This design comes from an exercise in tuning for small area, a short achievable clock period and few clock cycles on the open sky130 flow, not from production work. The RTL was checked by simulation tests, not by an equivalence proof against the original design.

rev 12:
## CPU
module CPU(clk,
            rst_n,
            wen_D,
            addr_D,
            wdata_D,
            rdata_D,
            addr_I,
            rdata_I);
export LEC_CHECK = 0
export CAP_MARGIN = 20
export CORE_MARGIN = 2
export CORE_UTILIZATION = 40
export CTS_CLUSTER_DIAMETER = 60
export CTS_CLUSTER_SIZE = 20
export PLACE_DENSITY = 0.6
export SLEW_MARGIN = 20
export TNS_END_PERCENT = 100
create_clock -name core_clock -period 12.0 [get_ports {clk}]
standard.sh (not shown) runs the stock make flow with config.mk's settings and CLKGATE_MAP_FILE= SYNTH_SCRIPT=/design/flow/synth_recipe.tcl, a recipe that flattens the netlist after the stock synthesis.
==> flow/flow/run.sh <==
#!/bin/bash
set -uo pipefail
bash standard.sh SETUP_SLACK_MARGIN=7.4 \
  "BUFFER_PORTS_ARGS=-buffer_cell sky130_fd_sc_hd__buf_4" \
  finish > standard_flow.log 2>&1
Testbench counts of rev 12, summed over its fixed seeds: cycles 68,973.
For rev 13, these inputs were changed with respect to rev 12:
--- a/flow/design.v
+++ b/flow/design.v
@@ -31,15 +31,14 @@
     reg         m_ld;         
     reg         m_st;         
     reg  [4:0]  m_rd;
     reg  [31:0] m_val;        
     reg  [31:0] m_sd;         
     reg         md_busy;
     reg         md_ph;        
-    reg         md_mlast;     
     reg         md_one;       
     reg  [4:0]  md_sd;        
     reg  [4:0]  md_cnt;       
     wire [31:0] rf_wd = m_ld ? rdata_D : m_val;
     wire [31:0] rf_q [1:31];
     reg  [31:1] rf_vld;
     genvar gi;
@@ -127,35 +126,29 @@
         end
     endfunction
     wire        is_mul = ~f3[2];
     wire        is_rem =  f3[1];
     wire        md_start = ex_v & i_md & ~md_busy;
     wire        a_fewer = |(nib_therm(b) & ~nib_therm(a));
     wire        bz    = (b == 32'b0);
-    reg  [31:0] b_therm;
-    always @(*) begin
-        b_therm[31] = b[31];
-        for (k = 30; k >= 0; k = k - 1)
-            b_therm[k] = b_therm[k+1] | b[k];
-    end
     wire [5:0]  clza  = clz32(a);
     wire [5:0]  clzb  = clz32(b);
     wire        md_al = md_ph & ~md_one;             
     wire [31:0] pp0  = md_xq[0] ? ex_a : 32'b0;
     wire [31:0] pp1  = md_xq[1] ? {ex_a[30:0], 1'b0} : 32'b0;
     wire [32:0] cs_x = {1'b0, ex_b};
     wire [32:0] cs_y = is_mul ? {1'b0, pp0} : {1'b1, ~ex_a};
     wire [32:0] cs_z = is_mul ? {1'b0, pp1} : 33'b0;
     wire [32:0] cs_s = cs_x ^ cs_y ^ cs_z;
     wire [32:0] cs_c = (cs_x & cs_y) | (cs_x & cs_z) | (cs_y & cs_z);
     wire [32:0] ad_s = cs_s + {cs_c[31:0], 1'b0} + {32'b0, ~is_mul};
     wire        ge    = ~ad_s[32];
     wire [31:0] rem_n = ge ? ad_s[31:0] : ex_b;
     wire [31:0] quo_n = {md_xq[30:0], ge};
-    wire        md_last = is_mul ? md_mlast : (md_ph ? md_one : (md_cnt == 5'd0));
+    wire        md_last = is_mul ? (md_xq[31:2] == 30'b0) : (md_ph ? md_one : (md_cnt == 5'd0));
     wire [31:0] md_res  = is_mul ? ad_s[31:0] : (is_rem ? rem_n : quo_n);
     wire [31:0] md_a = md_start ? (is_mul ? (a_fewer ? b : a) : b) :
                        is_mul   ? {ex_a[29:0], 2'b0} :
                        md_al    ? sh_res :
                                   {1'b0, ex_a[31:1]};
     wire [31:0] md_b = md_start ? (is_mul ? 32'b0 : a) :
                        (is_mul | ~md_al) ? (is_mul ? ad_s[31:0] : rem_n) :
@@ -175,20 +168,18 @@
     wire [31:0] md_xq_n = md_start ? (is_mul ? (a_fewer ? a : b) : {32{bz}}) :
                           is_mul   ? {2'b0, md_xq[31:2]} :
                           md_al    ? md_xq :
                                      quo_n;
     always @(posedge clk) begin
         if (md_start) begin
             md_ph  <= ~is_mul;
-            md_mlast <= ((a_fewer ? a[31:2] : b[31:2]) == 30'b0);
-            md_one <= bz | ~|(a & ~b_therm);
+            md_one <= clzb[5] | (clza >= clzb);
             md_sd  <= clzb[4:0] - clza[4:0];
         end else if (md_busy) begin
             md_ph <= 1'b0;
-            md_mlast <= (md_xq[31:4] == 28'b0);
             if (md_al)
                 md_cnt <= md_sd;
             else
                 md_cnt <= md_cnt - 5'd1;
         end
     end
     wire [31:0] ex_alt_res = d_lui ? imm_u : ex_alt;
@@ -209,18 +200,18 @@
     wire        f_opimm= ~fi[6] & ~fi[5] &  fi[4] & ~fi[2];
     wire        f_op   = ~fi[6] &  fi[5] &  fi[4] & ~fi[2];
     wire        f_use1 = ~f_U & ~f_jal;
     wire        f_use2 = fi[5] & ~fi[2] & (~fi[4] | ~fi[6]);    
     wire        f_pt   = f_jal | (f_br & fi[31]);
     wire        f_ret  = (fi == 32'h00008067);           
     wire [31:0] f_ret_tgt = {PC[31:16], ras, 2'b00};
-    wire [31:0] f_imm  = fi[3] ? {{11{fi[31]}}, fi[31], fi[19:12], fi[20], fi[30:21], 1'b0} :
+    wire [31:0] f_imm  = f_U   ? {fi[31:12], 12'b0} :
+                         fi[3] ? {{11{fi[31]}}, fi[31], fi[19:12], fi[20], fi[30:21], 1'b0} :
                                  {{19{fi[31]}}, fi[31], fi[7], fi[30:25], fi[11:8], 1'b0};
     wire [31:0] f_tgt  = PC + f_imm;
-    wire [31:0] f_tgtu = {PC[31:12] + fi[31:12], PC[11:0]};
     wire [31:0] f_pc4  = PC + 32'd4;
     wire        f_byp1 = m_wr & (m_rd == f_rs1);
     wire        f_byp2 = m_wr & (m_rd == f_rs2);
     wire [31:1] rf_rd_ok;
     genvar gk;
     generate
         for (gk = 1; gk < 32; gk = gk + 1) begin : RDOK
@@ -284,15 +275,15 @@
             d_rs_sum <= (f_op & ~fi[25]) | f_ld | f_st | (f_opimm & (fi[14:12] == 3'b000));
             d_rs_sh  <= f_opimm & fi[12];
             d_rs_slt <= f_opimm & fi[13];
             d_rs_alt <= f_jal | f_jalr | f_U;
             ex_pt  <= f_pt | f_ret;
             if (f_jal & (fi[11:7] == 5'd1))
                 ras <= f_pc4[15:2];
-            ex_alt <= (f_pt | f_jalr) ? f_pc4 : (f_U ? f_tgtu : f_tgt);
+            ex_alt <= (f_pt | f_jalr) ? f_pc4 : f_tgt;
         end
         ex_a <= f_r1 | o_a;
         ex_b <= f_r2 | o_b;
     end
     assign addr_I  = PC;
     assign wen_D   = m_st;
     assign addr_D  = m_val;
Notes after the runs:
- Taking rev 12 as the reference, in rev 13 number of tap cells inserted fell 3.8%; clock latency of the later-clocked register in the worst-skew pair went up; multi-input combinational gate total has decreased; met3 wire length fell 6.9 mm.
- Relative to rev 12, first-iteration DRC count decreased by about 4.5% in rev 13.
- Run comparison: rev 12 timing startpoint of the critical path ex_a[19]$_DFF_P_; rev 13 timing startpoint of the critical path m_sd[18]$_DFFE_PP_
- Comparing rev 13 and rev 12, the higher flop-to-flop setup slack is on rev 12.
- ~same final count of pins violating max slew in rev 13 and rev 12
Testbench counts of rev 13, summed over its fixed seeds: cycles 68,973.

==> static timing again, ports no longer ideal <==
How much do the figures lean on ideal ports? The routed layouts below were timed once more, with nothing changed but the port constraints. Step 1, drivers: a clkbuf_16 drives clk and a buf_2 each remaining input, both assumed. Step 2 also shifts input and output timing later by t, the mid clock arrival at the registers, as if the neighbouring blocks saw the same clock. a / b / c = no drivers / after step 1 / after step 2; a / b = the first two.
run	t, ns	slack for setup (ns)	worst data-port slew with drivers (ns)
rev 12	0.892	6.846 / 6.846 / 6.153	0.10
rev 13	0.939	6.811 / 6.811 / 5.965	0.16
After both steps setup and hold are still met in every run listed. The setup slack of rev 13, which loses most, moves by 0.000 ns with the drivers and by -0.846 ns with both steps.
